Source: an optimization exercise on an open RTL-to-GDS flow (aim: a short achievable clock period and few clock cycles). Production flows keep margins and buffers that such runs may drop.
The RTL was checked by simulation tests, not by an equivalence proof against the original design.
Power figures rest on the tool's default switching activity, not on a simulated workload.

$ cat flow/run.sh
#!/bin/bash
# synth_recipe.tcl (not shown) runs the flow's synth.tcl, then flattens the netlist and writes it again
# the make line also repeats each setting of config.mk as NAME=value (left out here)
make -C /OpenROAD-flow-scripts/flow DESIGN_CONFIG=/design/flow/config.mk WORK_HOME=/design/flow/orfs CLKGATE_MAP_FILE= SYNTH_SCRIPT=/design/flow/synth_recipe.tcl finish
$ cat flow/config.mk
export PLATFORM = sky130hd
export DESIGN_NAME = projectCPU2021
export DESIGN_NICKNAME = projectCPU2021
export VERILOG_FILES = /design/flow/design.v
export SDC_FILE = /design/flow/constraint.sdc
export NUM_CORES = 4
export LEC_CHECK = 0
export CAP_MARGIN = 20
export CORE_MARGIN = 2
export CORE_UTILIZATION = 40
export SLEW_MARGIN = 20
$ cat flow/constraint.sdc
create_clock -name core_clock -period 4.5 [get_ports {clk}]
set_input_delay 0.9000 -clock core_clock [delete_from_list [all_inputs] [get_ports {clk}]]
set_output_delay 0.9000 -clock core_clock [all_outputs]
set_load 0.01 [all_outputs]
$ cat flow/design.v
module projectCPU2021(
  clk,
  rst,
  wrEn,
  data_fromRAM,
  addr_toRAM,
  data_toRAM
);
input clk, rst;
input wire [15:0] data_fromRAM;
output wire [15:0] data_toRAM;
output wire wrEn;
output wire [12:0] addr_toRAM;
localparam OP_ADD = 3'd0, OP_NAND = 3'd1, OP_SRRL = 3'd2, OP_GE = 3'd3,
           OP_SZ = 3'd4, OP_CP2W = 3'd5, OP_CPFW = 3'd6, OP_JMP = 3'd7;
reg sF0, sAW, sA, sB, sJ1, sJ2, sI1, sI2;
reg [12:0] addr_q;      
reg        we_q;        
reg        sel_q;       
reg [12:0] pcf;         
reg [12:0] hpc;         
reg [15:0] ir;          
reg [ 2:0] xop;         
reg        xv;          
reg        smc;         
reg [15:0] W;
reg [12:0] c2;          
reg        c2v;
wire [15:0] din = data_fromRAM;
assign addr_toRAM = sel_q ? din[12:0] : addr_q;
assign wrEn       = we_q & ~rst;
assign data_toRAM = W;
wire exe = (sA | sJ1) & xv;
wire dz  = (din == 16'd0);
wire skip = sA & xv & (xop == OP_SZ) & dz;
wire [3:0] s = din[3:0];
wire hi0 = (din[15:6] == 10'd0);
wire m_shr = hi0 & ~din[5] & ~din[4];
wire m_shl = hi0 & ~din[5] &  din[4];
wire m_ror = hi0 &  din[5] & ~din[4];
wire [31:0] wl = {W, W} << s;
wire [31:0] wr = {W, W} >> s;
wire [15:0] rotl = wl[31:16];
wire [15:0] rotr = wr[15:0];
wire [15:0] shr = W >> s;
wire [15:0] shl = W << s;
reg  [15:0] sh;
always @* begin
  if (m_shr)      sh = shr;
  else if (m_shl) sh = shl;
  else if (m_ror) sh = rotr;
  else            sh = rotl;
end
reg [15:0] alu;
reg        wupd;
always @* begin
  wupd = exe;
  case (xop)
    OP_ADD:  alu = W + din;
    OP_NAND: alu = ~(W & din);
    OP_SRRL: alu = sh;
    OP_GE:   alu = {15'd0, W >= din};
    OP_CP2W: alu = din;
    default: begin alu = W; wupd = 1'b0; end
  endcase
end
wire        w2   = we_q & (addr_q == 13'd2);       
wire [12:0] ec2  = w2 ? W[12:0] : c2;
wire        ec2v = w2 | c2v;
wire [15:0] hw   = sAW ? din : ir;
wire        hind = (hw[12:0] == 13'd0);
wire [12:0] hea  = hind ? c2 : hw[12:0];
wire        hwr  = (hw[15:13] == OP_CPFW);
wire [12:0] hpc1 = hpc + 13'd1;
wire        nind = (din[12:0] == 13'd0);
wire [12:0] nea  = nind ? ec2 : din[12:0];
wire        njmp = (din[15:13] == OP_JMP);
wire [ 2:0] xo   = ir[15:13];                      
always @(posedge clk) begin
  if (rst) begin
    sF0 <= 1'b1; sAW <= 1'b0; sA <= 1'b0; sB <= 1'b0;
    sJ1 <= 1'b0; sJ2 <= 1'b0; sI1 <= 1'b0; sI2 <= 1'b0;
    addr_q <= 13'd0;
    we_q   <= 1'b0;
    sel_q  <= 1'b0;
    pcf    <= 13'd1;
    hpc    <= 13'd0;
    xv     <= 1'b0;
    smc    <= 1'b0;
    W      <= 16'd0;
    c2v    <= 1'b0;
  end else begin
    sF0 <= 1'b0; sAW <= 1'b0; sA <= 1'b0; sB <= 1'b0;
    sJ1 <= 1'b0; sJ2 <= 1'b0; sI1 <= 1'b0; sI2 <= 1'b0;
    we_q  <= 1'b0;
    sel_q <= 1'b0;
    xv    <= 1'b0;
    smc   <= 1'b0;
    if (wupd) W <= alu;
    if (w2) begin c2 <= W[12:0]; c2v <= 1'b1; end
    if (sF0) begin
      sAW <= 1'b1;
      addr_q <= pcf;
      pcf <= pcf + 13'd1;
    end
    if (sAW || (sA && !skip)) begin
      if (sAW) ir <= din;
      if (hind && !c2v) begin
        sI1 <= 1'b1;
        addr_q <= 13'd2;
        pcf <= hpc1;
      end else begin
        sB <= 1'b1;
        addr_q <= hea;
        we_q <= hwr;
        smc <= hwr & (hea == hpc1);
      end
    end
    if (sA && skip) begin
      sAW <= 1'b1;
      addr_q <= pcf;
      pcf <= pcf + 13'd1;
      hpc <= hpc1;
    end
    if (sB) begin
      xop <= xo;
      xv  <= 1'b1;
      if (xo == OP_JMP) begin
        sJ2 <= 1'b1;
        sel_q <= 1'b1;
      end else if (smc) begin
        sF0 <= 1'b1;
        addr_q <= hpc1;
        pcf <= hpc1 + 13'd1;
        hpc <= hpc1;
      end else if (njmp && xo != OP_SZ && !(nind && !ec2v)) begin
        sJ1 <= 1'b1;
        addr_q <= nea;
      end else begin
        sA <= 1'b1;
        ir <= din;
        addr_q <= pcf;
        pcf <= pcf + 13'd1;
        hpc <= hpc1;
      end
    end
    if (sJ1) begin
      sJ2 <= 1'b1;
      sel_q <= 1'b1;
    end
    if (sJ2) begin
      sAW <= 1'b1;
      addr_q <= din[12:0] + 13'd1;
      pcf <= din[12:0] + 13'd2;
      hpc <= din[12:0];
    end
    if (sI1) begin
      sI2 <= 1'b1;
    end
    if (sI2) begin
      c2 <= din[12:0];
      c2v <= 1'b1;
      sA <= 1'b1;
      addr_q <= pcf;
      pcf <= pcf + 13'd1;
    end
  end
end
endmodule
==> results of run 1 <==
## cell usage after synthesis, drive strengths merged, types with 6 or more instances
cell type | count | area share
nor2 | 127 | 0.042
nand2 | 108 | 0.036
a21oi | 102 | 0.045
o21ai | 101 | 0.044
clkbuf | 84 | 0.027
dfxtp | 67 | 0.12
xnor2 | 60 | 0.046
buf | 48 | 0.022
mux2 | 48 | 0.047
inv | 47 | 0.015
mux2i | 47 | 0.041
nand3 | 45 | 0.020
nor3 | 43 | 0.022
ha | 40 | 0.044
edfxtp | 32 | 0.084
a221oi | 28 | 0.022
nand4 | 28 | 0.016
nor2b | 28 | 0.015
mux4 | 26 | 0.051
o211ai | 23 | 0.015
xor2 | 23 | 0.018
a31oi | 22 | 0.013
a211oi | 21 | 0.014
nor4 | 15 | 0.014
o221ai | 15 | 0.011
o22ai | 15 | 0.0082
a21o | 13 | 0.0085
o31ai | 12 | 0.0078
nand2b | 11 | 0.0060
a2111oi | 10 | 0.013
o21a | 10 | 0.0072
a221o | 9 | 0.0078
and3 | 9 | 0.0049
or4 | 9 | 0.0065
a22oi | 8 | 0.0052
and2 | 8 | 0.0044
or3 | 8 | 0.0044
o31a | 6 | 0.0046
or2 | 6 | 0.0033
## flip-flops by register name, indices dropped and copies added, names as in the netlist, 3 cells and up
name	flops
W	16
ir	16
addr_q	13
c2	13
hpc	13
pcf	13
xop	3
## layout by cell type (no fill, tap or decap), drive strengths merged, types with 32 or more instances in the layout
master and n:
buf 64, mux2i 47, nand3 45, mux2 48, clkdlybuf4s50 42, dfxtp 67
edfxtp 32, nor2 127, ha 40, a21oi 102, nand2 108, nor3 43
o21ai 101, inv 52, xnor2 60
## final cells by class
type,count,area [sq um]
Timing Repair Buffer,106,900.9
Fill cell,2893,15870
Clock inverter,7,56.30
Clock buffer,9,225.2
Multi-Input combinational cell,1164,8444
Sequential cell,99,2302
Tap cell,384,480.5
Inverter,52,195.2
## kinds of logic (layout without fill, tap and decap cells)
logic type / count (synthesis) / in the layout / synth area share
AND/OR/NAND/NOR: 458 / 458 / 0.2050
buffers and inverters: 184 / 174 / 0.06635
adder cells (fa/ha/maj): 41 / 41 / 0.04525
XOR/XNOR: 83 / 83 / 0.06320
multiplexers: 121 / 121 / 0.1388
flip-flops: 99 / 99 / 0.2002
AO/OA/AOI/OAI: 461 / 461 / 0.2812
## worst max path at each step
| stage | startpoint | endpoint | depth (start not counted) |
|---|---|---|---|
| after floorplan | data_fromRAM[2] | W[10]$_SDFFE_PP0P_ | 12 |
| after global placement | data_fromRAM[15] | W[12]$_SDFFE_PP0P_ | 9 |
| after detailed placement | data_fromRAM[15] | W[12]$_SDFFE_PP0P_ | 9 |
| after CTS | data_fromRAM[15] | W[12]$_SDFFE_PP0P_ | 9 |
| after global routing | data_fromRAM[15] | W[12]$_SDFFE_PP0P_ | 9 |
| final | data_fromRAM[15] | W[12]$_SDFFE_PP0P_ | 9 |
## metal layers
| metal | track usage | share of wire |
|---|---|---|
| met5 | 0 | 0 |
| met4 | 0.1702 | 0.058 |
| met3 | 0.04452 | 0.10 |
| met2 | 0.5222 | 0.45 |
| met1 | 0.4289 | 0.39 |
## power by group through the flow
stage | combinational [mW] | clock, mW | sequential [mW]
floorplan | 0.456 | 0 | 1.03
global placement | 0.661 | 0 | 1.07
detailed placement | 0.663 | 0 | 1.07
CTS | 0.665 | 0.816 | 1.05
global route | 0.720 | 0.841 | 1.06
finish | 0.683 | 0.814 | 1.05
## through the flow
| step | instance area [sq um] | cells | setup slack [ps] | utilization |
|---|---|---|---|---|
| floorplan | 11500 | 1447 | 1043 | - |
| global placement | 12320 | 1805 | 333.2 | 0.4328 |
| detailed placement | 12320 | 1805 | 282.4 | 0.4328 |
| finish | 12600 | 1821 | 358.1 | 0.4427 |
| global route | 12600 | 1821 | 365.3 | 0.4427 |
| CTS | 12600 | 1821 | 634.8 | 0.4427 |
## worst register-to-register path: stages (launching register included)
cell and delay (ps):
dfxtp_1 790, buf_4 380, nor4_2 90, a21oi_2 590
nand2_1 610, o32a_1 500, a311o_1 340, a31oi_1 170
==> summary.txt, run 1 <==
Run status
  – Status: no timing/DRC/antenna violations

Clock network
  – CTS max path bufs: 2
  – Clk sinks: between 90 and 100
  – H-tree depth: 3
  – Post-CTS setup buffer count: 0
  – Post-CTS Hold Buffers: 0
  – Num CTS Buffers: 9
  – CTS clock-pin slew for the worst setup and hold paths: roughly 90 ps
  – Worst skew pair latency: approximately 370 ps
  – PostCTS Resize Cnt: 0
  – TritonCTS clock tree: done
  – Root buf cell: clkbuf_16

Yosys
  – Yosys reg bits: slightly below 100
  – Distinct cells, synth: 97
  – Cell Area, Synth: ~12000 sq um
  – Cells after Synth: between 1000 and 1500
  – Post-synth top flop: dfxtp_1
  – Post-synth EDFFs: 32
  – Fraction of registers with async set/reset: 0
  – Mapped Nets: roughly 1500
  – Sequential area share after synthesis: 0.2002
  – Average size of a mapped cell: approximately 7.9 sq um
  – Synth Warn #: 1

Drt
  – Via count: 12450
  – Routed WL per cell: 27.78 um
  – TritonRoute pass-1 iters: 6
  – WL final: ~50000 um
  – DR DRC count: 0
  – Vias/cell: between 6 and 7
  – Antenna viol nets, final: 0
  – DR iter-0 viols: 1884

Floorplanning
  – Initial Util: 0.4040
  – Die width: about 170 um
  – Ports: 48
  – Chip height: approximately 170 um
  – Row count: between 60 and 70
  – Die ar.: around 30000 sq um
  – Core area: 28470 sq um

GRT
  – Vias in the first global route: roughly 12000
  – First-pass GRT wire length: between 70000 and 80000 um
  – Initial antenna violation count: 0
  – GRT overflow: 0
  – Largest net degree at the start of global routing: 55
  – Total track usage: 0.3260

Place
  – RePlAce Congestion: 1.012
  – IO Port Bufs: 47
  – DP HPWL: 36970 um

Finish
  – Fin nets: 1491
  – Layout cell share with drive strength beyond 1: 0.1427
  – Antenna Cells: 0
  – Area growth syn-to-layout: 9.583%

Power and ir drop
  – Int Power: approximately 1.6 mW
  – Leak: ~4.5 nW
  – Seq pwr share: 0.413
  – Pwr/cell area: between 200 and 250 nW/um^2
  – Switch Pwr: slightly above 900 uW
  – Peak VDD IR: 0.1757 mV
  – Comb power frac: 0.268
  – Clock share of power: 0.319
  – Sw frac: 0.3636
  – Total power draw: 2.550 mW

STA
  – Fin Clk Skew: around 17 ps
  – Relative slew slack: 0.3020
  – Hold WS: between 400 and 500 ps
  – Minimum clock period after layout: a little over 4000 ps
  – Final setup fails: 0
  – Max Clk Rate: roughly 240 MHz
  – Unrepaired setup endpoints after global routing: false
  – Max Slew Vio Count: 0
  – Final Cycle Share: 0.9204
  – Fin. Hold Viols: 0
  – Setup TNS: 0 ps
  – Worst-Margin Slew: approximately 1000 ps

Hold path
  – Hold Path Stages: 1
  – Hold WC Path Type: reg2reg
  – Min-delay src: sI1$_SDFF_PP0_
  – WHS Endpoint: sI2$_SDFF_PP0_

Setup path
  – FF-to-FF End: addr_q[10]$_SDFF_PP0_
  – Critical-path top delay cell: or4_1
  – Critical path arrival: 4430 ps
  – Critical path type: in2reg
  – Reg2Reg Depth: 7
  – R2R setup slack: ~960 ps
  – Reg2reg start: sAW$_SDFF_PP0_
  – Critical Path Fanout Max: 7
  – Critical path buffers and inverters: 2
  – Crit path cell chain: clkdlybuf4s50_1 -> or4_1 -> nor4_1 -> nand2_1 -> buf_4 -> mux4_2 -> a211oi_1 -> o22ai_1 -> o21ai_0
  – CP delay by family, top: simple AND/OR/NAND/NOR gates
  – CP Data Required Time: about 4800 ps
  – Crit end category: register
  – CP peak stage delay: between 700 and 800 ps
  – Worst Setup Start Kind: input pin

Flow run
  – Max-cap violations: 0
Testbench counts, summed over its fixed seeds: cycles 48,718.
==> inputs of run 2 (changes only) <==
--- a/flow/config.mk
+++ b/flow/config.mk
@@ -6,6 +6,8 @@
 export NUM_CORES = 4
 export LEC_CHECK = 0
+export ABC_CLOCK_PERIOD_IN_PS = 2000
 export CAP_MARGIN = 20
 export CORE_MARGIN = 2
 export CORE_UTILIZATION = 40
+export SETUP_SLACK_MARGIN = 2.4
 export SLEW_MARGIN = 20
==> summary.txt, run 2 <==
Run status
  – Status: no timing/DRC/antenna violations

GRT
  – Largest net degree at the start of global routing: 45 (-18%)
  – GRT overflow: 0 (unchanged)
  – Vias in the first global route: 13550 (+16%)
  – Initial antenna violation count: 1 (+1)
  – First-pass GRT wire length: 85700 um (+14%)
  – Total track usage: 0.3729 (+0.04697)

Floorplanning
  – Initial Util: 0.4040 (unchanged)
  – Ports: 48 (unchanged)
  – Row count: 62 (unchanged)
  – Chip height: 173.6 um (unchanged)
  – Die ar.: 30130 sq um (unchanged)
  – Core area: 28470 sq um (unchanged)
  – Die width: 173.6 um (unchanged)

Yosys
  – Post-synth EDFFs: 32 (unchanged)
  – Synth top cells by count: nor2_1, nand2_1, a21oi_1, o21ai_0, clkbuf_1
  – Sequential area share after synthesis: 0.2002 (unchanged)
  – Synth top area cells: dfxtp_1, edfxtp_1, mux4_2
  – Average size of a mapped cell: 7.949 sq um (unchanged)
  – Synth top area share: 0.1166 (unchanged)
  – Fraction of registers with async set/reset: 0 (unchanged)
  – Synth Warn #: 1 (unchanged)
  – Top-count cell post-synth: nor2_1
  – Cells after Synth: 1447 (unchanged)
  – Post-synth top area cell: dfxtp_1
  – Mapped Nets: 1506 (unchanged)
  – Yosys reg bits: 99 (unchanged)
  – Distinct cells, synth: 97 (unchanged)
  – Post-synth top flop: dfxtp_1
  – Cell Area, Synth: 11500 sq um (unchanged)

Clock network
  – CTS clock-pin slew for the worst setup and hold paths: 80 ps (about the same)
  – TritonCTS clock tree: done
  – Worst skew pair latency: 380 ps (about the same)
  – Root buf cell: clkbuf_16
  – Clk sinks: 99 (unchanged)
  – Num CTS Buffers: 9 (unchanged)
  – H-tree depth: 3 (unchanged)
  – CTS max path bufs: 2 (unchanged)

Setup path
  – Critical path buffers and inverters: 3 (+1)
  – CP Data Required Time: 4800 ps (about the same)
  – Critical-path top delay cell: nor4_4
  – Critical path arrival: 3010 ps (-1420 ps)
  – CP peak stage delay: 370 ps (-340 ps)
  – Worst Setup Start Kind: input pin
  – Critical path type: in2reg
  – Critical Path Fanout Max: 5 (-2)
  – Crit end category: register
  – Crit path cell chain: buf_12 -> nor4_4 -> nand2_2 -> o41ai_4 -> buf_6 -> buf_4 -> a21oi_4 -> o32a_1 -> a311o_1 -> a31oi_1
  – CP delay by family, top: compound AO/OA/AOI/OAI gates

Drt
  – DR top layer: met4
  – Routed WL per cell: 29.07 um (+4.6%)
  – Met3 wire len: 6827 um (+34%)
  – DR DRC count: 0 (unchanged)
  – Antenna viol nets, final: 0 (unchanged)
  – Vias/cell: 6.999 (+2.4%)
  – Met2 WL: 25980 um (+15%)
  – Via count: 14350 (+15%)
  – WL met1: 21390 um (+7.5%)
  – WL final: 59620 um (+18%)
  – TritonRoute pass-1 iters: 7 (+1)
  – DR iter-0 viols: 2468 (+31%)

Finish
  – Storage cell area: 2366 sq um (+2.8%)
  – Layout cell share with drive strength beyond 1: 0.4445 (+0.3019)
  – Multi-input logic area: 10360 sq um (+23%)
  – Antenna Cells: 0 (unchanged)
  – Commonest non-fill, non-tap cell in the layout: buf_4
  – Area growth syn-to-layout: 52.29%
  – Biggest regs: W x16, ir x16
  – FILL cells: 2376 (-18%)
  – Commonest cells after routing, fill and taps aside: buf_4, nor2_1, buf_6
  – Non-Filler Instances: 2051 (+13%)
  – Fin nets: 1721 (+15%)

STA
  – Max Slew Vio Count: 0 (unchanged)
  – Minimum clock period after layout: 2715 ps (-1427 ps)
  – Relative slew slack: 0.4455 (+0.1435)
  – Final Cycle Share: 0.6032 (-0.3172)
  – Max Clk Rate: 368.4 MHz (+53%)
  – Worst-Margin Slew: 830.7 ps (-212.5 ps)
  – Final setup fails: 0 (unchanged)
  – Unrepaired setup endpoints after global routing: true
  – Fin. Hold Viols: 0 (unchanged)
  – Fin Clk Skew: 14.50 ps (-2.892 ps)
  – Setup TNS: 0 ps (unchanged)

Place
  – Post-Place Cells: 1810 (+0.28%)
  – RePlAce Congestion: 1.003 (-0.87%)
  – DP HPWL: 37830 um (+2.3%)
  – IO Port Bufs: 47 (unchanged)

Power and ir drop
  – Leak: 6.674 nW (+47%)
  – Peak VDD IR: 0.2098 mV (+19%)
  – Pwr/cell area: 172.7 nW/um^2 (-15%)

Hold path
  – Hold WC Path Type: reg2reg

Flow run
  – Max-cap violations: 0 (unchanged)
[run 2: cell counts after synthesis]
No cell type changed its count.
[run 2: metal layers]
layer / GRT usage / up-vias
met5: 0 / -
met2: 0.5825 / 1185
met3: 0.08991 / 377
li1: - / 5936
met4: 0.2598 / 0
met1: 0.4534 / 6856
[run 2: path summary, 6_finish.rpt]
check / start / endpoint / slack, ps / cells past startpoint
hold / removal: sI1$_SDFF_PP0_ / sI2$_SDFF_PP0_ / 440 / 1
hold reg to reg: sI1$_SDFF_PP0_ / sI2$_SDFF_PP0_ / 440 / 1
setup / recovery: data_fromRAM[5] / addr_q[10]$_SDFF_PP0_ / 1790 / 10
setup reg to reg: sAW$_SDFF_PP0_ / pcf[12]$_SDFF_PP0_ / 1820 / 9
[run 2: cell type report]
type / instances / area share
multi-input cells: 1165 / 0.5917
repair buffers: 335 / 0.2135
flip-flops and latches: 99 / 0.1351
well taps: 384 / 0.02743
inverters: 52 / 0.01479
clock buffers: 12 / 0.01464
clock inverters: 4 / 0.002857
[run 2: power by group]
| group | internal (mW) | total, mW | switching, mW |
|---|---|---|---|
| logic | 0.511 | 1.10 | 0.587 |
| clock network | 0.463 | 0.872 | 0.409 |
| registers | 0.970 | 1.06 | 0.0860 |
[run 2: logic make-up (layout without fill, tap and decap cells)]
logic type      count (synthesis)  after routing  synth area share
compound gates                461            462            0.2812
simple gates                  458            458            0.2050
buf+inv                       184            403           0.06635
mux                           121            121            0.1388
flops                          99             99            0.2002
xor+xnor                       83             83           0.06320
fa+ha+maj                      41             41           0.04525
[run 2: what timing repair did]
action | in CTS | in global routing
gates cloned | 6 | 4
setup buffers | 162 | 53
hold buffers | 0 | 0
pin swaps | 157 | 93
endpoints found under the setup margin | 121 | 96
resized for setup | 562 | 170
[run 2: stage by stage]
step	setup WS, ps	power [mW]	util	hold slack (ps)	area, sq um
6_report	1785	3.025	0.6153	436.4	17520
5_1_grt	1724	3.090	0.6153	462.3	17520
4_1_cts	1773	2.864	0.5740	439.0	16340
3_5_place_dp	531.8	1.771	0.4487	422.3	12770
3_3_place_gp	574.6	1.767	0.4487	415.3	12770
2_1_floorplan	1494	1.555	-	413.8	12370

-- port drivers added, routing unchanged --
In the flow no input, the clock included, has a driving cell. The finished layouts below were timed again as built, in two steps. Step 1: set_driving_cell puts a clkbuf_16 on clk and a buf_2 on each other input, an assumption about the parent block. Step 2 also shifts input and output timing later by t, the mid clock arrival at the registers, as if the neighbouring blocks saw the same clock. Slacks: no drivers / after step 1 / after step 2; pairs: no drivers / after step 1.
| run | shift t [ns] | setup WS [ns] | slew at the worst register clock pin (ns) |
|---|---|---|---|
| run 1 | 0.412 | 0.358 / 0.386 / -0.026 | 0.09 / 0.09 |
| run 2 | 0.418 | 1.785 / 1.749 / 1.331 | 0.09 / 0.09 |
With both steps, setup timing fails in run 1, where it was met with ideal ports. The setup slack of run 2, which loses most, moves by -0.036 ns with the drivers and by -0.454 ns with both steps.
